Source: an optimization exercise on an open RTL-to-GDS flow (aim: small area, a short achievable clock period and few clock cycles). Production flows keep margins and buffers that such runs may drop.
Function was checked by simulation only, so behaviour that the tests miss may differ from the original.
Power and IR drop assume default switching activity.

--- flow/run.sh ---
#!/bin/bash
# synth_recipe.tcl (not shown) runs the flow's synth.tcl, then flattens the netlist and writes it again
# the make line also repeats each setting of config.mk as NAME=value (left out here)
make -C /OpenROAD-flow-scripts/flow DESIGN_CONFIG=/design/flow/config.mk WORK_HOME=/design/flow/orfs CLKGATE_MAP_FILE= SYNTH_SCRIPT=/design/flow/synth_recipe.tcl finish
--- flow/config.mk ---
export PLATFORM = sky130hd
export DESIGN_NAME = is_prime
export DESIGN_NICKNAME = is_prime
export VERILOG_FILES = /design/flow/design.v
export SDC_FILE = /design/flow/constraint.sdc
export NUM_CORES = 4
export LEC_CHECK = 0
export ABC_CLOCK_PERIOD_IN_PS = 3000
export CAP_MARGIN = 20
export CORE_MARGIN = 2
export CORE_UTILIZATION = 50
export CTS_BUF_LIST = sky130_fd_sc_hd__clkbuf_8
export CTS_CLUSTER_DIAMETER = 60
export CTS_CLUSTER_SIZE = 16
export SETUP_SLACK_MARGIN = 1.7
export SLEW_MARGIN = 20
--- flow/constraint.sdc ---
create_clock -name core_clock -period 5.0 [get_ports {clk}]
set_input_delay 1.0000 -clock core_clock [delete_from_list [all_inputs] [get_ports {clk}]]
set_output_delay 1.0000 -clock core_clock [all_outputs]
set_load 0.01 [all_outputs]
--- flow/design.v ---
module mont_step #(
    parameter W = 34
) (
    input  [W-1:0] s,
    input  [W-1:0] c,
    input          ci,
    input  [1:0]   a,
    input  [32:0]  b,
    input  [31:0]  n,
    output [W-1:0] s_o,
    output [W-1:0] c_o,
    output         ci_o
);
    localparam WT = W + 3;
    wire [WT-1:0] p0 = a[0] ? {{(WT-33){1'b0}}, b} : {WT{1'b0}};
    wire [WT-1:0] p1 = a[1] ? {{(WT-33){1'b0}}, b} : {WT{1'b0}};
    wire [WT-1:0] sx = {{(WT-W){1'b0}}, s};
    wire [WT-1:0] cx = {{(WT-W){1'b0}}, c};
    wire q0 = s[0] ^ c[0] ^ ci ^ p0[0];
    reg  g;
    always @(*) begin
        case ({s[0], c[0], ci, p0[0]})
            4'b0000, 4'b1111: g = 1'b0;                              
            4'b0001, 4'b0010, 4'b0100, 4'b1000: g = !n[1];           
            4'b0111, 4'b1011, 4'b1101, 4'b1110: g = n[1];            
            default: g = 1'b1;                                       
        endcase
    end
    wire q1 = s[1] ^ c[1] ^ p0[1] ^ p1[0] ^ g;
    wire [WT-1:0] m0 = q0 ? {{(WT-32){1'b0}}, n} : {WT{1'b0}};
    wire [WT-1:0] m1 = q1 ? {{(WT-33){1'b0}}, n, 1'b0} : {WT{1'b0}};
    wire [WT-1:0] o2 = {p1[WT-2:0], ci};
    wire [WT-1:0] u1 = sx ^ cx ^ p0;
    wire [WT-1:0] v1 = {((sx & cx) | (sx & p0) | (cx & p0)), 1'b0};
    wire [WT-1:0] u2 = u1 ^ v1 ^ o2;
    wire [WT-1:0] v2 = {((u1 & v1) | (u1 & o2) | (v1 & o2)), 1'b0};
    wire [WT-1:0] u3 = u2 ^ v2 ^ m0;
    wire [WT-1:0] v3 = {((u2 & v2) | (u2 & m0) | (v2 & m0)), 1'b0};
    wire [WT-1:0] u4 = u3 ^ v3 ^ m1;
    wire [WT-1:0] v4 = (u3 & v3) | (u3 & m1) | (v3 & m1);
    assign s_o  = u4[W+1:2];
    assign c_o  = v4[W:1];
    assign ci_o = v4[0];
endmodule
`timescale 1ns / 1ps
module is_prime
#(
    parameter WIDTH = 32
) (
    input clk,
    input rst_n,
    input valid_i,
    output ready_i,
    input [WIDTH-1:0] number,
    output reg result,
    output valid_o,
    input ready_o
);
    localparam K  = 2;           
    localparam NC = 17;          
    localparam M  = K * NC;      
    localparam W  = 34;          
    localparam S_IDLE  = 0,
               S_CLASS = 1,
               S_SETUP = 2,      
               S_FIX   = 3,      
               S_MUL   = 4,      
               S_CONV  = 5,      
               S_DBL   = 6,      
               S_CHK   = 7,      
               S_DONE  = 8,
               S_HORN  = 9,      
               S_CHKW  = 10;     
    localparam NS = 11;
    localparam [1:0] OP_SQR  = 2'd0,     
                     OP_SQRC = 2'd1,     
                     OP_CHK  = 2'd3;     
    reg [NS-1:0] st;
    reg [1:0]   op;
    reg [31:0]  n;
    reg [34:0]  x;           
    reg [32:0]  ar;          
    reg [W-1:0] sr, cr;      
    reg         ci;
    reg [K-1:0] ab;          
    reg [5:0]   cnt;
    reg [4:0]   e;           
    reg [4:0]   spos;        
    reg [4:0]   tpos;        
    reg [1:0]   base;        
    reg [7:0]   bq;          
    reg [2:0]   blead;       
    reg [2:0]   hidx;        
    reg [1:0]   hph;         
    reg [1:0]   r3;
    reg [2:0]   r5, r7;
    reg [3:0]   r11, r13;
    reg [4:0]   r17, r19, r23;
    assign ready_i = st[S_IDLE];
    assign valid_o = st[S_DONE];
    wire nbit = n[e];
    reg  nbr;                
    wire at_s = (e == spos);
    wire any_zero = (r3 == 0) | (r5 == 0) | (r7 == 0) | (r11 == 0) |
                    (r13 == 0) | (r17 == 0) | (r19 == 0) | (r23 == 0);
    function [10:0] rom_b(input [4:0] h);
        case (h)
            5'd0: rom_b = {3'd2, 8'd7};
            5'd1: rom_b = {3'd7, 8'd197};
            5'd2: rom_b = {3'd6, 8'd102};
            5'd3: rom_b = {3'd6, 8'd102};
            5'd4: rom_b = {3'd7, 8'd194};
            5'd5: rom_b = {3'd3, 8'd10};
            5'd6: rom_b = {3'd6, 8'd65};
            5'd7: rom_b = {3'd2, 8'd5};
            5'd8: rom_b = {3'd5, 8'd43};
            5'd9: rom_b = {3'd3, 8'd15};
            5'd10: rom_b = {3'd7, 8'd178};
            5'd11: rom_b = {3'd4, 8'd22};
            5'd12: rom_b = {3'd4, 8'd21};
            5'd13: rom_b = {3'd3, 8'd15};
            5'd14: rom_b = {3'd5, 8'd41};
            5'd15: rom_b = {3'd3, 8'd10};
            5'd16: rom_b = {3'd3, 8'd13};
            5'd17: rom_b = {3'd3, 8'd11};
            5'd18: rom_b = {3'd6, 8'd75};
            5'd19: rom_b = {3'd3, 8'd11};
            5'd20: rom_b = {3'd2, 8'd7};
            5'd21: rom_b = {3'd2, 8'd5};
            5'd22: rom_b = {3'd3, 8'd14};
            5'd23: rom_b = {3'd2, 8'd7};
            5'd24: rom_b = {3'd3, 8'd11};
            5'd25: rom_b = {3'd2, 8'd7};
            5'd26: rom_b = {3'd2, 8'd7};
            5'd27: rom_b = {3'd4, 8'd17};
            5'd28: rom_b = {3'd6, 8'd69};
            5'd29: rom_b = {3'd6, 8'd101};
            5'd30: rom_b = {3'd4, 8'd22};
            5'd31: rom_b = {3'd5, 8'd39};
            default: rom_b = {3'd2, 8'd7};
        endcase
    endfunction
    wire [4:0] hash_in = number[4:0] ^ number[9:5] ^ number[14:10] ^ number[19:15] ^
                         number[24:20] ^ number[29:25] ^ {3'b000, number[31:30]};
    reg n_le1, n_eq2, small_n, small_prime;
    reg sp_in;
    always @(*) begin
        case (number[4:0])
            5'd3, 5'd5, 5'd7, 5'd11, 5'd13, 5'd17, 5'd19, 5'd23: sp_in = (number[31:5] == 0);
            default: sp_in = 1'b0;
        endcase
    end
    wire         mul = st[S_MUL];
    wire [W-1:0] s_nx, c_nx;
    wire         ci_nx;
    mont_step #(.W(W)) u_step (
        .s(sr), .c(cr), .ci(ci), .a(ab), .b(x[32:0]), .n(n),
        .s_o(s_nx), .c_o(c_nx), .ci_o(ci_nx)
    );
    wire [K*NC+K-1:0] xz = {{(K*NC+K-33){1'b0}}, x[32:0]};
    wire [K-1:0] ab_nx = xz[K * cnt + K +: K];
    localparam [1:0] H_DBL = 2'd0, H_ADD = 2'd1, H_RED = 2'd2;
    reg f_sum;               
    reg f_dbl, f_add, f_red, f_fix;
    reg f_ax;                
    reg nneg;                
    reg npos;                
    wire [34:0] n2   = {2'b00, n, 1'b0};
    wire [34:0] ca   = {1'b0, sr} | (f_dbl ? {x[33:0], 1'b0} : 35'd0)
                                  | (f_ax ? x : 35'd0);
    wire [34:0] cb   = {1'b0, cr} | (f_add ? {2'b00, ar} : 35'd0)
                                  | (nneg ? ~n2 : 35'd0) | (npos ? n2 : 35'd0);
    wire [34:0] sum  = ca + cb + {34'd0, nneg | ci};
    wire [32:0] y    = sum[32:0];
    reg  eq_m1, eq_1;        
    wire chk_pass = eq_m1 | (at_s & eq_1);
    reg [NS-1:0] st_n;
    reg [1:0] op_n;
    reg [4:0] e_n;
    reg [1:0] base_n;
    reg [5:0] cnt_n;
    reg       res_n;
    reg       setup_start;     
    reg [2:0] hidx_n;
    reg [1:0] hph_n;
    task advance;
        begin
            st_n[S_MUL] = 1'b1;
            cnt_n = 0;
            if (at_s) op_n = OP_CHK;
            else begin op_n = OP_SQR; e_n = e - 1; end
        end
    endtask
    always @(*) begin
        st_n = {NS{1'b0}}; op_n = op; e_n = e; base_n = base; cnt_n = cnt + 1;
        hidx_n = hidx; hph_n = hph;
        res_n = result; setup_start = 1'b0;
        if (st[S_IDLE]) begin
            if (valid_i) st_n[S_CLASS] = 1'b1;
            else st_n[S_IDLE] = 1'b1;
        end
        if (st[S_CLASS]) begin
            if (!n[0] || n_le1) begin
                res_n = n_eq2;
                st_n[S_DONE] = 1'b1;
            end else begin
                base_n = 2'd0;
                setup_start = 1'b1;
            end
        end
        if (st[S_SETUP]) begin
            e_n = e - 1;
            if (cnt == M - 1 && base == 0 && (small_n || any_zero)) begin
                res_n = !any_zero | small_prime;
                st_n[S_DONE] = 1'b1;
            end else if (cnt == M - 1) begin
                e_n = tpos;
                st_n[S_FIX] = 1'b1;
            end else
                st_n[S_SETUP] = 1'b1;
        end
        if (st[S_FIX])
            advance;
        if (st[S_DBL])
            st_n[S_FIX] = 1'b1;
        if (st[S_HORN]) begin
            st_n[S_HORN] = 1'b1;
            case (hph)
                H_DBL: begin
                    if (bq[hidx]) hph_n = H_ADD;
                    else if (hidx == 0) begin st_n[S_HORN] = 1'b0; st_n[S_FIX] = 1'b1; end
                    else hidx_n = hidx - 1;
                end
                H_ADD: hph_n = H_RED;
                default: begin
                    hph_n = H_DBL;
                    if (hidx == 0) begin st_n[S_HORN] = 1'b0; st_n[S_FIX] = 1'b1; end
                    else hidx_n = hidx - 1;
                end
            endcase
        end
        if (st[S_MUL]) begin
            if (cnt == NC - 1) st_n[S_CONV] = 1'b1;
            else st_n[S_MUL] = 1'b1;
        end
        if (st[S_CONV]) begin
            cnt_n = 0;
            case (op)
                OP_SQR: begin
                    if (nbr) begin       
                        if (base == 0) st_n[S_DBL] = 1'b1;
                        else begin
                            st_n[S_HORN] = 1'b1;
                            hidx_n = blead - 1;
                            hph_n  = H_DBL;
                        end
                    end else advance;
                end
                OP_SQRC: begin op_n = OP_CHK; st_n[S_MUL] = 1'b1; end
                default: st_n[S_CHKW] = 1'b1;
            endcase
        end
        if (st[S_CHKW])
            st_n[S_CHK] = 1'b1;
        if (st[S_CHK]) begin
            cnt_n = 0;
            if (chk_pass) begin
                if (base == 1) begin
                    res_n = 1'b1;
                    st_n[S_DONE] = 1'b1;
                end else begin
                    base_n = base + 1;
                    setup_start = 1'b1;
                end
            end else if (e == 1) begin
                res_n = 1'b0;
                st_n[S_DONE] = 1'b1;
            end else begin
                op_n = OP_SQRC;
                e_n  = e - 1;
                st_n[S_MUL] = 1'b1;
            end
        end
        if (st[S_DONE]) begin
            if (ready_o) st_n[S_IDLE] = 1'b1;
            else st_n[S_DONE] = 1'b1;
        end
        if (setup_start) begin
            st_n[S_SETUP] = 1'b1;
            cnt_n = 0;
            e_n   = 5'd31;
        end
    end
    wire [1:0] hop_n  = hph_n;
    wire       dbl_n  = st_n[S_SETUP] | st_n[S_DBL] | (st_n[S_HORN] & (hop_n == H_DBL));
    wire       add_n  = st_n[S_HORN] & (hop_n == H_ADD);
    wire       red_n  = st_n[S_HORN] & (hop_n == H_RED);
    wire       fix_n  = st_n[S_FIX];
    wire       cx_n   = st_n[S_CONV] & (op_n != OP_CHK);
    wire [34:0] x_nx = f_sum ? sum :
                       setup_start ? (st[S_CLASS] ? 35'd2 : {27'd0, bq}) :
                       x;
    always @(posedge clk, negedge rst_n) begin
        if (!rst_n) begin
            st     <= {{(NS-1){1'b0}}, 1'b1};
            result <= 1'b0;
        end else begin
            st     <= st_n;
            result <= res_n;
        end
    end
    always @(posedge clk) begin
        op   <= op_n;
        e    <= e_n;
        base <= base_n;
        cnt  <= cnt_n;
        hidx <= hidx_n;
        hph  <= hph_n;
        if (st[S_IDLE] && valid_i) begin
            n <= number;
            n_le1 <= (number[31:1] == 0);
            n_eq2 <= (number == 32'd2);
            small_n <= (number[31:9] == 0);
            small_prime <= sp_in;
            {blead, bq} <= rom_b(hash_in);
        end
        eq_m1 <= (ar == {1'b0, n[31:1], 1'b0});
        eq_1  <= (ar == 33'd1);
        f_dbl <= dbl_n;
        f_add <= add_n;
        f_red <= red_n;
        f_fix <= fix_n;
        f_ax  <= add_n | red_n | fix_n;
        f_sum <= dbl_n | add_n | red_n | fix_n | cx_n;
        nneg <= (dbl_n & !x_nx[34]) | (red_n & !x[34]);
        npos <= (dbl_n | fix_n) & x_nx[34];
        ci <= mul & ci_nx;
        sr <= mul ? s_nx : {W{1'b0}};
        cr <= mul ? c_nx : {W{1'b0}};
        if (st_n[S_MUL] && !mul)
            ab <= (op_n == OP_CHK) ? {{(K-1){1'b0}}, 1'b1} : x_nx[K-1:0];
        else
            ab <= (op == OP_CHK) ? {K{1'b0}} : ab_nx;
        x  <= x_nx;
        if (st[S_CONV])
            ar <= y;
        if (st[S_SETUP] && !cnt[5] && nbit && e != 0)
            spos <= e;
        if (setup_start)
            tpos <= 5'd0;
        else if (st[S_SETUP] && !cnt[5] && nbit && tpos == 0)
            tpos <= e;
        nbr <= nbit;
        if (!st[S_SETUP] || cnt == 0) begin
            r3 <= 0; r5 <= 0; r7 <= 0; r11 <= 0; r13 <= 0; r17 <= 0; r19 <= 0; r23 <= 0;
        end else begin
            r3  <= rmod3 ({r3,  nbr});
            r5  <= rmod5 ({r5,  nbr});
            r7  <= rmod7 ({r7,  nbr});
            r11 <= rmod11({r11, nbr});
            r13 <= rmod13({r13, nbr});
            r17 <= rmod17({r17, nbr});
            r19 <= rmod19({r19, nbr});
            r23 <= rmod23({r23, nbr});
        end
    end
    function [1:0] rmod3(input [2:0] t);  rmod3  = (t >= 3)  ? t - 3  : t; endfunction
    function [2:0] rmod5(input [3:0] t);  rmod5  = (t >= 5)  ? t - 5  : t; endfunction
    function [2:0] rmod7(input [3:0] t);  rmod7  = (t >= 7)  ? t - 7  : t; endfunction
    function [3:0] rmod11(input [4:0] t); rmod11 = (t >= 11) ? t - 11 : t; endfunction
    function [3:0] rmod13(input [4:0] t); rmod13 = (t >= 13) ? t - 13 : t; endfunction
    function [4:0] rmod17(input [5:0] t); rmod17 = (t >= 17) ? t - 17 : t; endfunction
    function [4:0] rmod19(input [5:0] t); rmod19 = (t >= 19) ? t - 19 : t; endfunction
    function [4:0] rmod23(input [5:0] t); rmod23 = (t >= 23) ? t - 23 : t; endfunction
endmodule
==> summary.txt, run 1 <==
- Routed via count: 13.60k
- Met2 global-route usage: a little over two fifths
- Synth Area in Adders: roughly a fifth
- Synth-to-layout area growth: 14.58%
- Most common cell after layout, fill and taps aside: nand2_1
- Hold Violations, Final: 0
- Initial DRC count: about 1.1k
- Most frequent cells in the layout: nand2_1, inv_1, and2_1
- Max Root-Sink Buffers: 3
- # setup viols final: 0
- TNS Setup: 0 ns
- Main combinational cell family by area after synthesis: adder cells
- CTS tree: built
- Leakage: about 8.2 nW
- Final worst-path cycle share: roughly two thirds
- GPL Wtd Cong: ~0.9
- Max-slew violation count: 0
- Number of fill cells: between 3k and 4k
- Hpwl dp: roughly 35,000 um
- Grt ovf: 0
- WL final: a little under 50,000 um
- Initial antenna violation count: 1
- Die height: just under 200 um
- Yosys cell types: between 90 and 100
- RSZ-0062 raised after global routing: true
- Initial Util: about 50%
- Count of clock tree sinks: between 200 and 300
- Die X-Extent: ~190 um
- EDFF count, synth: between 100 and 150
- Port Buf Inserts: 38
- Pwr dens: around 500 nW/um2
- Hold Path Stages: 0
- First-pass GRT wire length: 77,470 um
- Yosys warnings: 2
- Rel. slew slack: between 50% and 60%
- Sequential area share after synthesis: 36.92%
- Mapped Area: around 18,000 um2
- Layout Skew: about 0.027 ns
- Vias in the first global route: about 13k
- Synth Area in Simple Gates: between 10% and 20%
- Gr busiest metal: met2
- CP Data Required Time: approximately 5.4 ns
- Portion of netlist area occupied by mux cells: ~3.4%
- Clock Pin Slew Worst Setup and Hold Paths: about 0.10 ns
- Post-Synth XOR/XNOR Area: ~5.6%
- Arr. time, crit path: around 3.7 ns
- Crit end category: register
- IO Count: 39
- Flop2flop setup slack: ~1.7 ns
- Synth async-reset ratio: 4.494%
- # Max-Cap Violations: 0
- Critical path startpoint category: register
- Post-synthesis compound-gate area fraction: 12.74%
- GRT met1 Usage: between 30% and 40%
- CTS Root Cell: clkbuf_8
- TritonCTS buffer count: 31
- Number of vias per cell: slightly below 6
- CTS HTree Levels: 1
- DR DRC count: 0
- Die ar.: roughly 37,000 um2
- Setup Crit Path Kind: register to register
- Fmax: just over 0.3 GHz
- # nets final: about 2.1k
- Max VDD drop: ~0.00030 V
- Worst Tran Pin Value: 0.7397 ns
- Routed wire per std cell: 21.07 um
- Share of cells above drive strength 1: between 10% and 20%
- Gate Count Post-Synth: around 1.8k
- Max FO, Critical Path: 7
- Tmin final: 3.309 ns
- GRT Resource Usage Total: roughly 27%
- Reg2reg path depth: 13
- Met3 usage: 5.146%
- Post-synthesis register bit count: 267
- Syn Area/Cell: 10.09 um2
- Outcome: complete, no violations
- Row cnt: slightly below 70
- Hold WS: around 0.37 ns
- Router iterations before antenna repair: 7
- Clock Latency Late Sink: 0.66 ns
- ANT cells: 0
- Synth Net Count: roughly 2k
- Dominant synthesized flop cell: dfxtp_1
- Largest net degree at the start of global routing: 72
- Core area: ~35,000 um2
- Worst min-delay path category: register to register
- Remaining antenna violation count: 0
==> power breakdown <==
| group | leakage, nW | switching [mW] | internal (mW) |
|---|---|---|---|
| clock | 0.373 | 0.991 | 0.802 |
| combinational | 5.47 | 2.74 | 2.18 |
| sequential | 2.38 | 0.577 | 2.90 |
==> cell families (layout without fill, tap and decap cells) <==
kind of cell / Yosys count / in the layout
simple gates: 582 / 582
compound gates: 333 / 333
xor+xnor: 114 / 114
buf+inv: 236 / 357
mux: 34 / 34
flops: 267 / 267
fa+ha+maj: 200 / 200
==> per-layer routing <==
metal / part of all wire [%] / wire (um)
met3: 7.2 / 3580
met5: 0.026 / 13
met1: 44 / 21820
met2: 45 / 22080
met4: 4.0 / 1979
==> critical path, stage by stage (launching register included) <==
cell and delay [ns]:
dfxtp_4 0.40, clkinv_8 0.07, buf_12 0.13, o211ai_1 0.29, ha_4 0.27, a211o_1 0.27, a21oi_2 0.12, o21ai_2 0.08
a221oi_2 0.33, nand3_2 0.17, a221o_1 0.42, a31oi_1 0.25, xnor2_1 0.11, and2_1 0.17
==> timing repair <==
| item | in CTS | in global routing |
|---|---|---|
| setup buffers | 22 | 45 |
| pin swaps | 13 | 37 |
| gates cloned | 2 | 1 |
| setup endpoints to repair | 96 | 74 |
| hold buffers | 0 | 0 |
| resized for setup | 39 | 46 |
| hold endpoints to repair | 0 | 0 |
==> stage by stage <==
stage | util, % | cells | setup WS, ns | cell area (um2) | total power [mW]
4_1_cts | 56.14 | 2302 | 1.693 | 19820 | 9.826
6_report | 57.82 | 2348 | 1.691 | 20410 | 10.18
5_1_grt | 57.82 | 2348 | 1.580 | 20410 | 10.88
3_3_place_gp | 52.95 | 2220 | 1.222 | 18700 | 7.785
3_5_place_dp | 52.95 | 2220 | 1.167 | 18700 | 7.855
2_1_floorplan | - | 1766 | 1.702 | 17830 | 6.618
==> final cells by class <==
type                       count  area, um2  share of cell area, %
clock buffer                  31      426.7                  2.090
tap                          461      576.8                  2.825
timing repair buffer         132       1219                  5.970
multi-input combinational   1263      10650                  52.17
inverter                     167      639.4                  3.132
clock inverter                27      305.3                  1.495
sequential                   267       6598                  32.32
==> sequential cells by signal, indices dropped and copies added (netlist names), 3 cells and up <==
register,cells
ar,33
blead,3
bq,8
cnt,6
cr,34
e,5
hidx,3
n,32
r11,4
r13,4
r17,5
r19,5
r23,5
r5,3
r7,3
spos,5
sr,34
st,11
tpos,5
x,35
==> cells in the mapped netlist, types with 3 or more instances <==
library cell  instances  area [um2]
a211oi_1             12       90.09
a21o_1               13       97.59
a21oi_1             103       515.5
a221o_1              34       340.3
a221oi_1              5       43.79
a22oi_1               3       22.52
a311oi_1              4       35.03
a31oi_1              11       68.82
and2_1              165        1032
and3_1                6       37.54
buf_1                 4       15.01
buf_2                 6       30.03
clkbuf_1             56       210.2
dfrtp_1              11       275.3
dfxtp_1             138        2763
edfxtp_1            117        3513
fa_1                129        2582
ha_1                 70       875.8
inv_1               165       619.3
mux2_2                3       33.78
mux2i_1              11       110.1
mux4_2               19       427.9
nand2_1             176       660.6
nand2b_1              8       50.05
nand3_1              20       100.1
nand3b_1              4       30.03
nand4_1              10       62.56
nor2_1               91       341.6
nor2b_1              13       81.33
nor3_1               22       110.1
nor3b_1               5       37.54
nor4_1               23       143.9
nor4b_1               4       35.03
o211ai_1             36       270.3
o21a_1               12       90.09
o21ai_0              45       225.2
o21ai_1               9       45.04
o21bai_1              3       22.52
o22ai_1               3       18.77
o31ai_1               5       37.54
or3_1                11       68.82
or4_1                 5       37.54
xnor2_1              74       648.1
xor2_1               40       350.3
==> path summary, 6_finish.rpt <==
check	startpoint	to
worst max register to register	nneg	x[32]
worst min-delay path	st[10]	st[7]
worst max-delay path	nneg	x[32]
min in group asynchronous	rst_n	st[9]
worst min register to register	st[10]	st[7]
max in group asynchronous	rst_n	st[4]
Testbench counts, summed over its fixed seeds: cycles 28,683.
==> inputs of run 2 (changes only) <==
--- a/flow/config.mk
+++ b/flow/config.mk
@@ -10,3 +10,3 @@
 export CORE_MARGIN = 2
-export CORE_UTILIZATION = 50
+export CORE_UTILIZATION = 40
 export CTS_BUF_LIST = sky130_fd_sc_hd__clkbuf_8
==> run 2 against run 1 <==
Compared with the run above: die area grew 24%; worst setup slack gained 0.020 ns; cell area shrank 0.17%; clock power shrank 11%.
==> summary.txt, run 2 <==
- Clock Latency Late Sink: 0.66 ns (about the same)
- Vias in the first global route: 13.48k (+1.4%)
- Portion of netlist area occupied by mux cells: 3.357% (unchanged)
- Worst min-delay path category: register to register
- Clock Pin Slew Worst Setup and Hold Paths: 0.10 ns (about the same)
- DR DRC count: 0 (unchanged)
- CTS Root Cell: clkbuf_8
- # Max-Cap Violations: 0 (unchanged)
- Syn Area/Cell: 10.09 um2 (unchanged)
- Largest net degree at the start of global routing: 72 (unchanged)
- Tmin final: 3.290 ns (-0.01969 ns)
- Switching Share: 43.05% (+0.79 points)
- Clock Power Share: 15.8% (-1.8 points)
- Grt ovf: 0 (unchanged)
- Die X-Extent: 215.1 um (+12%)
- Dominant synthesized flop cell: dfxtp_1
- Synth Area in Adders: 19.47% (unchanged)
- Outcome: complete, no violations
- EDFF count, synth: 117 (unchanged)
- Synth async-reset ratio: 4.494% (unchanged)
- Setup Crit Path Kind: register to register
- Routed via count: 13.47k (-0.95%)
- Synth-to-layout area growth: 14.39%
- Fmax: 0.3040 GHz (+0.60%)
- # nets final: 2,077 (-0.95%)
- Hpwl dp: 37,340 um (+5.5%)
- Max VDD drop: 0.0002390 V (-20%)
- Port Buf Inserts: 38 (unchanged)
- Post-route cell area: 20,380 um2 (-0.17%)
- Synth Net Count: 2,001 (unchanged)
- Post-synthesis compound-gate area fraction: 12.74% (unchanged)
- CTS HTree Levels: 1 (unchanged)
- TNS Setup: 0 ns (unchanged)
- Placed Area: 18,900 um2 (+1.1%)
- Worst Tran Pin Value: 0.9647 ns (+0.2250 ns)
- Biggest register: x
- Number of vias per cell: 5.486 (-5.3%)
- GRT Resource Usage Total: 21.95% (-5.5 points)
- RSZ-0062 raised after global routing: true
- Combinational power share: 49.4% (+1.1 points)
- Synth Area in Simple Gates: 16.85% (unchanged)
- Die ar.: 46,250 um2 (+24%)
- Initial DRC count: 1,097 (-4.4%)
- Post-Synth XOR/XNOR Area: 5.604% (unchanged)
- Yosys warnings: 2 (unchanged)
- Gate Count Post-Synth: 1,766 (unchanged)
- Synth area leader: edfxtp_1
- Remaining antenna violation count: 0 (unchanged)
- Hold Violations, Final: 0 (unchanged)
- Critical path startpoint category: register
- Sequential area share after synthesis: 36.92% (unchanged)
- Layout Skew: 0.04223 ns (+0.01509 ns)
- Post-CTS Hold Fix Bufs: 0 (unchanged)
- IO Count: 39 (unchanged)
- GPL Wtd Cong: 0.9646 (+4.8%)
- Count of clock tree sinks: 267 (unchanged)
- Top-area cell type share of the netlist area: 19.72% (unchanged)
- Initial Util: 40.38% (-10 points)
- ANT cells: 0 (unchanged)
- Max Root-Sink Buffers: 3 (unchanged)
- Max FO, Critical Path: 5 (-2)
- Initial antenna violation count: 2 (+1)
- Mapped Area: 17,820 um2 (unchanged)
- Leakage: 8.098 nW (-1.6%)
- Most frequent cells in the layout: nand2_1, inv_1, and2_1
- Biggest regs: x: 35 flops, cr: 34 flops, sr: 34 flops
- Router iterations before antenna repair: 5 (-2)
- Largest cells by area after synthesis: edfxtp_1, dfxtp_1, fa_1
- Core area: 44,120 um2 (+25%)
- Sw Pwr: 4.348 mW (+1.1%)
- Most common cell after layout, fill and taps aside: nand2_1
- Die height: 215.1 um (+12%)
- Max reg flops: 35 (unchanged)
- CTS tree: built
- CP Data Required Time: 5.49 ns (+0.07 ns)
- Rel. slew slack: 35.23% (-15 points)
- Post-synthesis register bit count: 267 (unchanged)
- Main combinational cell family by area after synthesis: adder cells
- TritonCTS buffer count: 28 (-9.7%)
- # setup viols final: 0 (unchanged)
- Arr. time, crit path: 3.78 ns (+0.05 ns)
- Register share of total power: 34.7% (+0.6 points)
- Final worst-path cycle share: 65.79% (-0.39 points)
- WL final: 51,360 um (+3.8%)
- First-pass GRT wire length: 79,150 um (+2.2%)
- Max-slew violation count: 0 (unchanged)
- Routed wire per std cell: 20.91 um (-0.74%)
- Pwr dens: 495.6 nW/um2 (-0.64%)
- Most numerous cell in the Yosys netlist: nand2_1
- Yosys cell types: 93 (unchanged)
- Total Power: 10.10 mW (-0.80%)
- Commonest cells post-synth: nand2_1, and2_1, inv_1
- Crit end category: register
- Cell Int Power: 5.753 mW (-2.2%)
- Row cnt: 77 (+12%)
- Share of cells above drive strength 1: 12.66% (-0.85 points)
-- run 2: kinds of logic (layout without fill, tap and decap cells) --
| logic type | after synthesis | count (layout) |
|---|---|---|
| AND/OR/NAND/NOR | 582 | 582 |
| AO/OA/AOI/OAI | 333 | 333 |
| flip-flops | 267 | 267 |
| buffers and inverters | 236 | 333 |
| adder cells (fa/ha/maj) | 200 | 200 |
| XOR/XNOR | 114 | 115 |
| multiplexers | 34 | 34 |
-- run 2: final timing paths --
path                       startpoint      to  slack [ns]  cells after the start
max                              x[2]   x[23]        1.71                     12
min                            st[10]   st[7]        0.37                      0
max reg2reg                      x[2]   x[23]        1.71                     12
min reg2reg                    st[10]   st[7]        0.37                      0
max in group asynchronous       rst_n   st[4]        3.80                      1
min in group asynchronous       rst_n  result        0.74                      1
-- run 2: power by group through the flow --
| stage | logic (mW) | registers [mW] | clock network, mW |
|---|---|---|---|
| final | 4.99 | 3.51 | 1.60 |
| after CTS | 4.64 | 3.50 | 1.63 |
| after global placement | 4.24 | 3.55 | 0 |
| after floorplan | 3.40 | 3.22 | 0 |
| after detailed placement | 4.32 | 3.56 | 0 |
| after global routing | 5.49 | 3.56 | 1.71 |
-- run 2: layout make-up --
| type | count | area, um2 |
|---|---|---|
| Fill cell | 4172 | 23740 |
| Multi-Input combinational cell | 1264 | 10750 |
| Sequential cell | 267 | 6606 |
| Timing Repair Buffer | 114 | 1031 |
| Tap cell | 592 | 740.7 |
| Inverter | 167 | 629.4 |
| Clock buffer | 29 | 399.1 |
| Clock inverter | 23 | 222.7 |
-- run 2: routing by layer --
| layer | routed length [um] | vias to the layer above | track usage (%) | part of all wire (%) |
|---|---|---|---|---|
| li1 | - | 6232 | - | - |
| met1 | 21910 | 6684 | 29.34 | 43 |
| met2 | 23790 | 439 | 35.33 | 46 |
| met3 | 3415 | 116 | 3.921 | 6.6 |
| met4 | 2235 | 2 | 8.943 | 4.4 |
| met5 | 10 | - | 0 | 0.019 |
-- run 2: metrics by stage --
step	worst slack (ns)	hold WS, ns	instances	util [%]
final	1.710	0.3716	2456	46.19
after global routing	1.584	0.3855	2456	46.19
after CTS	1.676	0.3756	2424	45.16
after detailed placement	1.298	0.3441	2354	42.83
after global placement	1.400	0.3378	2354	42.83
after floorplan	1.702	0.3312	1766	-
-- run 2: critical path, stage by stage, from the launching register on --
cell	delay (ns)
edfxtp_1	0.43
buf_4	0.17
a221o_1	0.38
ha_4	0.25
a21o_1	0.16
a21oi_2	0.20
a211oi_2	0.13
o32ai_4	0.38
o31ai_4	0.12
a211oi_2	0.23
nor2_1	0.11
or4_4	0.43
a31oi_1	0.14
-- run 2: repair_timing --
| item | 4_1_cts | 5_1_grt |
|---|---|---|
| pin swaps | 14 | 31 |
| resized for setup | 45 | 44 |
| setup endpoints to repair | 123 | 39 |
| gates cloned | 1 | 1 |
| buffers inserted | 17 | 31 |
==> inputs of run 3 (changes only) <==
--- a/flow/config.mk
+++ b/flow/config.mk
@@ -8,3 +8,3 @@
 export ABC_CLOCK_PERIOD_IN_PS = 3000
-export CAP_MARGIN = 20
+export CAP_MARGIN = 0
 export CORE_MARGIN = 2
@@ -15,2 +15,2 @@
 export SETUP_SLACK_MARGIN = 1.7
-export SLEW_MARGIN = 20
+export SLEW_MARGIN = 0
==> run 3 against run 2 <==
Compared with the run above: clock power barely moved; via count about the same; sequential power about the same; sequential share of layout area about the same; clock-buffer cell count unchanged; critical endpoint unchanged.
==> summary.txt, run 3 <==
- Most numerous cell on the critical path: a211oi_2
- CTS HTree Levels: 1 (unchanged)
- Largest net degree at the start of global routing: 72 (unchanged)
- Number of vias per cell: 5.485 (about the same)
- CP cell instances: buf_4 -> a221o_1 -> ha_4 -> a21o_1 -> a21oi_2 -> a211oi_2 -> o32ai_4 -> o31ai_4 -> a211oi_2 -> nor2_1 -> or4_4 -> a31oi_1
- Outcome: complete, no violations
- Biggest register: x
- Crit end category: register
- ANT cells: 0 (unchanged)
- GRT Resource Usage Total: 21.95% (unchanged)
- Yosys cell types: 93 (unchanged)
- Gate Count Post-Synth: 1,766 (unchanged)
- Top-area cell type share of the netlist area: 19.72% (unchanged)
- Yosys warnings: 2 (unchanged)
- Initial Util: 40.38% (unchanged)
- Critical-path top delay cell: edfxtp_1
- Port Buf Inserts: 38 (unchanged)
- Worst Tran Pin Value: 1.109 ns (+0.1439 ns)
- Rel. slew slack: 26.09% (-9.1 points)
- CP delay by family, top: compound AO/OA/AOI/OAI gates
- Main combinational cell family by area after synthesis: adder cells
- First-pass GRT wire length: 79,150 um (unchanged)
- FF+latch area: 6606 um2 (unchanged)
- Router iterations before antenna repair: 5 (unchanged)
- Hold WS: 0.3716 ns (unchanged)
- Util after Layout: 46.19% (about the same)
- Number of fill cells: 4,173 (+0.024%)
- Hold Violations, Final: 0 (unchanged)
- Share of cells above drive strength 1: 12.66% (unchanged)
- Routed via count: 13.47k (-0.0074%)
- CTS Root Cell: clkbuf_8
- # nets final: 2,077 (unchanged)
- Largest stage delay, worst path: 0.43 ns (about the same)
- Final worst setup slack: 1.710 ns (unchanged)
- EDFF count, synth: 117 (unchanged)
- Setup Crit Path Kind: register to register
- Biggest regs: x: 35 flops, cr: 34 flops, sr: 34 flops
- Clock Pin Slew Worst Setup and Hold Paths: 0.10 ns (about the same)
- Largest cells by area after synthesis: edfxtp_1, dfxtp_1, fa_1
- Pwr dens: 495.6 nW/um2 (about the same)
- Most numerous cell in the Yosys netlist: nand2_1
- Final worst-path cycle share: 65.79% (unchanged)
- Die X-Extent: 215.1 um (unchanged)
- Grt ovf: 0 (unchanged)
- GPL Wtd Cong: 0.9646 (unchanged)
- Synth Area in Simple Gates: 16.85% (unchanged)
- TNS Setup: 0 ns (unchanged)
- Die ar.: 46,250 um2 (unchanged)
- Row cnt: 77 (unchanged)
- Arr. time, crit path: 3.78 ns (about the same)
- CTS tree: built
- Synth Area in Adders: 19.47% (unchanged)
- Tmin final: 3.290 ns (unchanged)
- Worst min-delay path category: register to register
- Max reg flops: 35 (unchanged)
- Footprint of the multi-input gates: 10,750 um2 (about the same)
- Fmax: 0.3040 GHz (about the same)
- Vias in the first global route: 13.48k (unchanged)
- Portion of netlist area occupied by mux cells: 3.357% (unchanged)
- Post-synthesis compound-gate area fraction: 12.74% (unchanged)
- Mapped Area: 17,820 um2 (unchanged)
- Max-slew violation count: 0 (unchanged)
- TritonCTS buffer count: 28 (unchanged)
- Synth Net Count: 2,001 (unchanged)
- Synth area leader: edfxtp_1
- Buf/Inv on CP: 1 (unchanged)
- WL final: 51,360 um (about the same)
- Clock Latency Late Sink: 0.66 ns (about the same)
- Max FO, Critical Path: 5 (unchanged)
- Post-synthesis register bit count: 267 (unchanged)
- Sequential area share after synthesis: 36.92% (unchanged)
- RSZ-0062 raised after global routing: true
- Die height: 215.1 um (unchanged)
- Layout Skew: 0.04223 ns (-0.000004600 ns)
- Core area: 44,120 um2 (unchanged)
- Post-Synth XOR/XNOR Area: 5.604% (unchanged)
- Post-CTS Hold Fix Bufs: 0 (unchanged)
- Synth async-reset ratio: 4.494% (unchanged)
- Critical path startpoint category: register
- Most common cell after layout, fill and taps aside: nand2_1
- Most frequent cells in the layout: nand2_1, inv_1, and2_1
- Initial antenna violation count: 2 (unchanged)
- Routed wire per std cell: 20.91 um (about the same)
- Synth-to-layout area growth: 14.38% (about the same)
- CP Data Required Time: 5.49 ns (about the same)
- Remaining antenna violation count: 0 (unchanged)
- Initial DRC count: 1,097 (unchanged)
- Total Power: 10.10 mW (about the same)
- Max Root-Sink Buffers: 3 (unchanged)
- Leakage: 8.097 nW (about the same)
- Hpwl dp: 37,340 um (unchanged)
- # setup viols final: 0 (unchanged)
- Max VDD drop: 0.0002390 V (unchanged)
- Dominant synthesized flop cell: dfxtp_1
- Count of clock tree sinks: 267 (unchanged)
- Syn Area/Cell: 10.09 um2 (unchanged)
- Setup WS pre-CTS: 1.298 ns (unchanged)
- Commonest cells post-synth: nand2_1, and2_1, inv_1
- # Max-Cap Violations: 0 (unchanged)
- IO Count: 39 (unchanged)
- DR DRC count: 0 (unchanged)
## run 3: cell counts after synthesis
Identical to the previous run, type by type.
## run 3: metrics by stage
stage | cell area, um2 | instances
floorplan | 17830 | 1766
global placement | 18900 | 2354
detailed placement | 18900 | 2354
CTS | 19930 | 2424
global route | 20380 | 2456
finish | 20380 | 2456
## run 3: path summary, 6_finish.rpt
| check | slack [ns] | cells past startpoint | to | from |
|---|---|---|---|---|
| max in group asynchronous | 3.80 | 1 | st[4] | rst_n |
| setup reg to reg | 1.71 | 12 | x[23] | x[2] |
| hold reg to reg | 0.37 | 0 | st[7] | st[10] |
| min in group asynchronous | 0.74 | 1 | result | rst_n |
| hold / removal | 0.37 | 0 | st[7] | st[10] |
| setup / recovery | 1.71 | 12 | x[23] | x[2] |
## run 3: cell families (layout without fill, tap and decap cells)
logic type,Yosys count,in the layout
compound gates,333,333
xor+xnor,114,115
fa+ha+maj,200,200
buf+inv,236,333
flops,267,267
mux,34,34
simple gates,582,582
## run 3: cell type report
class / instances / share of cell area, %
multi-input combinational: 1264 / 52.75
sequential: 267 / 32.42
timing repair buffer: 114 / 5.059
tap: 592 / 3.635
inverter: 167 / 3.088
clock buffer: 29 / 1.959
clock inverter: 23 / 1.093
## run 3: what timing repair did
| item | 4_1_cts | 5_1_grt |
|---|---|---|
| setup endpoints to repair | 123 | 39 |
| setup buffers | 17 | 31 |
| pin swaps | 14 | 31 |
| cloned | 1 | 1 |
| resized for setup | 45 | 44 |
## run 3: power by group
part	internal (mW)	switching (mW)	total (mW)	leakage, nW
logic	2.20	2.79	4.99	5.38
clock network	0.654	0.945	1.60	0.336
registers	2.90	0.610	3.51	2.38
## run 3: routing by layer
| metal | vias up | GRT usage (%) | part of all wire [%] |
|---|---|---|---|
| met4 | 2 | 8.943 | 4.4 |
| met3 | 116 | 3.921 | 6.6 |
| li1 | 6232 | - | - |
| met1 | 6685 | 29.34 | 43 |
| met2 | 437 | 35.33 | 46 |
| met5 | - | 0 | 0.019 |
==> inputs of run 4 (changes only) <==
--- a/flow/config.mk
+++ b/flow/config.mk
@@ -8,3 +8,3 @@
 export ABC_CLOCK_PERIOD_IN_PS = 3000
-export CAP_MARGIN = 0
+export CAP_MARGIN = 10
 export CORE_MARGIN = 2
@@ -15,2 +15,2 @@
 export SETUP_SLACK_MARGIN = 1.7
-export SLEW_MARGIN = 0
+export SLEW_MARGIN = 10
==> run 4 against run 3 <==
Compared with the run above: wire length unchanged; synthesized area stayed put; worst setup slack is the same; clock skew stayed put; critical path depth stayed put; critical path type unchanged; largest power group unchanged.
==> summary.txt, run 4 <==
- Worst min-delay path category: register to register
- Dominant synthesized flop cell: dfxtp_1
- First-pass GRT wire length: 79,150 um (unchanged)
- Top-area cell type share of the netlist area: 19.72% (unchanged)
- Initial antenna violation count: 2 (unchanged)
- Gate Count Post-Synth: 1,766 (unchanged)
- Core area: 44,120 um2 (unchanged)
- Largest net degree at the start of global routing: 72 (unchanged)
- Hpwl dp: 37,340 um (unchanged)
- Fmax: 0.3040 GHz (unchanged)
- Max VDD drop: 0.0002390 V (unchanged)
- Biggest register: x
- CTS tree: built
- FF+latch area: 6606 um2 (unchanged)
- Number of fill cells: 4,173 (unchanged)
- Initial Util: 40.38% (unchanged)
- # setup viols final: 0 (unchanged)
- GRT Resource Usage Total: 21.95% (unchanged)
- Pwr dens: 495.6 nW/um2 (unchanged)
- Hold Violations, Final: 0 (unchanged)
- Share of cells above drive strength 1: 12.66% (unchanged)
- Leakage: 8.097 nW (unchanged)
- Count of clock tree sinks: 267 (unchanged)
- Synth async-reset ratio: 4.494% (unchanged)
- Clock Latency Late Sink: 0.66 ns (about the same)
- TNS Setup: 0 ns (unchanged)
- Synth-to-layout area growth: 14.38% (unchanged)
- Remaining antenna violation count: 0 (unchanged)
- Router iterations before antenna repair: 5 (unchanged)
- Grt ovf: 0 (unchanged)
- Clock Pin Slew Worst Setup and Hold Paths: 0.10 ns (about the same)
- Footprint of the multi-input gates: 10,750 um2 (unchanged)
- Final worst-path cycle share: 65.79% (unchanged)
- Arr. time, crit path: 3.78 ns (about the same)
- Yosys warnings: 2 (unchanged)
- Max-slew violation count: 0 (unchanged)
- Rel. slew slack: 26.09% (unchanged)
- Port Buf Inserts: 38 (unchanged)
- Row cnt: 77 (unchanged)
- Max Root-Sink Buffers: 3 (unchanged)
- Die height: 215.1 um (unchanged)
- Final worst setup slack: 1.710 ns (unchanged)
- Die ar.: 46,250 um2 (unchanged)
- CTS Root Cell: clkbuf_8
- Max FO, Critical Path: 5 (unchanged)
- Util after Layout: 46.19% (unchanged)
- Number of vias per cell: 5.485 (unchanged)
- Routed wire per std cell: 20.91 um (unchanged)
- Mapped Area: 17,820 um2 (unchanged)
- ANT cells: 0 (unchanged)
- Synth area leader: edfxtp_1
- Commonest cells post-synth: nand2_1, and2_1, inv_1
- Syn Area/Cell: 10.09 um2 (unchanged)
- CP Data Required Time: 5.49 ns (about the same)
- Largest cells by area after synthesis: edfxtp_1, dfxtp_1, fa_1
- Critical path startpoint category: register
- Post-CTS Hold Fix Bufs: 0 (unchanged)
- Setup WS pre-CTS: 1.298 ns (unchanged)
- Routed via count: 13.47k (unchanged)
- Initial DRC count: 1,097 (unchanged)
- Biggest regs: x: 35 flops, cr: 34 flops, sr: 34 flops
- Post-synthesis register bit count: 267 (unchanged)
- Sequential area share after synthesis: 36.92% (unchanged)
- IO Count: 39 (unchanged)
- Die X-Extent: 215.1 um (unchanged)
- TritonCTS buffer count: 28 (unchanged)
- Most numerous cell in the Yosys netlist: nand2_1
- # nets final: 2,077 (unchanged)
- Layout Skew: 0.04223 ns (unchanged)
- Vias in the first global route: 13.48k (unchanged)
- GPL Wtd Cong: 0.9646 (unchanged)
- # Max-Cap Violations: 0 (unchanged)
- WL final: 51,360 um (unchanged)
- DR DRC count: 0 (unchanged)
- Yosys cell types: 93 (unchanged)
- RSZ-0062 raised after global routing: true
- Most frequent cells in the layout: nand2_1, inv_1, and2_1
- Crit end category: register
- CTS HTree Levels: 1 (unchanged)
- Max reg flops: 35 (unchanged)
- Outcome: complete, no violations
- Synth Net Count: 2,001 (unchanged)
- Tmin final: 3.290 ns (unchanged)
- Worst Tran Pin Value: 1.109 ns (unchanged)
- Most common cell after layout, fill and taps aside: nand2_1
- Setup Crit Path Kind: register to register
- EDFF count, synth: 117 (unchanged)
run 4: routing by layer:
metal	track usage, %	vias up	part of all wire (%)
li1	-	6232	-
met1	29.34	6685	43
met2	35.33	437	46
met3	3.921	116	6.6
met4	8.943	2	4.4
met5	0	-	0.019
run 4: area by class of cell:
| type | instances | area share (%) |
|---|---|---|
| Sequential cell | 267 | 32.42 |
| Inverter | 167 | 3.088 |
| Clock buffer | 29 | 1.959 |
| Multi-Input combinational cell | 1264 | 52.75 |
| Timing Repair Buffer | 114 | 5.059 |
| Tap cell | 592 | 3.635 |
| Clock inverter | 23 | 1.093 |
run 4: final timing paths:
check,from,end,slack [ns],cells past startpoint
max reg2reg,x[2],x[23],1.71,12
min,st[10],st[7],0.37,0
min reg2reg,st[10],st[7],0.37,0
min in group asynchronous,rst_n,result,0.74,1
max in group asynchronous,rst_n,st[4],3.80,1
max,x[2],x[23],1.71,12
run 4: kinds of logic after synthesis:
kind of cell    Yosys count  synth area share [%]
compound gates          333                 12.74
xor+xnor                114                 5.604
fa+ha+maj               200                 19.47
buf+inv                 236                 5.063
flops                   267                 36.92
mux                      34                 3.357
simple gates            582                 16.85
run 4: timing repair:
item                                    in CTS  in global routing
endpoints found under the setup margin     123                 39
pin swaps                                   14                 31
gates resized for setup                     45                 44
setup buffers                               17                 31
cloned                                       1                  1
run 4: power breakdown:
group / leakage (nW) / switching (mW) / internal, mW / total (mW)
Clock: 0.336 / 0.945 / 0.654 / 1.60
Sequential: 2.38 / 0.610 / 2.90 / 3.51
Combinational: 5.38 / 2.79 / 2.20 / 4.99
Total: 8.10 / 4.35 / 5.75 / 10.1
run 4: critical path, cell delays in order (launching register included):
cell,delay (ns)
edfxtp_1,0.43
buf_4,0.17
a221o_1,0.38
ha_4,0.25
a21o_1,0.16
a21oi_2,0.20
a211oi_2,0.13
o32ai_4,0.38
o31ai_4,0.12
a211oi_2,0.23
nor2_1,0.11
or4_4,0.43
a31oi_1,0.14
run 4: through the flow:
stage | area [um2] | power [mW] | cells | hold slack [ns]
global placement | 18900 | 7.783 | 2354 | 0.3378
global route | 20380 | 10.76 | 2456 | 0.3855
detailed placement | 18900 | 7.880 | 2354 | 0.3441
CTS | 19930 | 9.778 | 2424 | 0.3756
finish | 20380 | 10.10 | 2456 | 0.3716
floorplan | 17830 | 6.618 | 1766 | 0.3312

what the ideal ports hide:
No port has a modelled driver above. Below, the same layouts with a new extraction and two added sets of constraints. Step 1 sets driving cells, clkbuf_16 on the clock port and buf_2 on the other inputs (assumed; they add their load-dependent delay and slew). Step 2, shift: input delay + t, output delay - t, t = (earliest + latest rising clock arrival at the registers) / 2. This alone moves slack from input paths to output paths. Three values: no drivers, after step 1, after step 2; two values: the first two.
run | t (ns) | slack for setup (ns) | worst data-port slew with drivers (ns)
run 1 | 0.698 | 1.691 / 1.691 / 1.373 | 0.04
run 2 | 0.691 | 1.710 / 1.710 / 1.377 | 0.06
run 3 | 0.691 | 1.710 / 1.710 / 1.377 | 0.06
run 4 | 0.691 | 1.710 / 1.710 / 1.377 | 0.06
After both steps setup and hold are still met in every run listed.
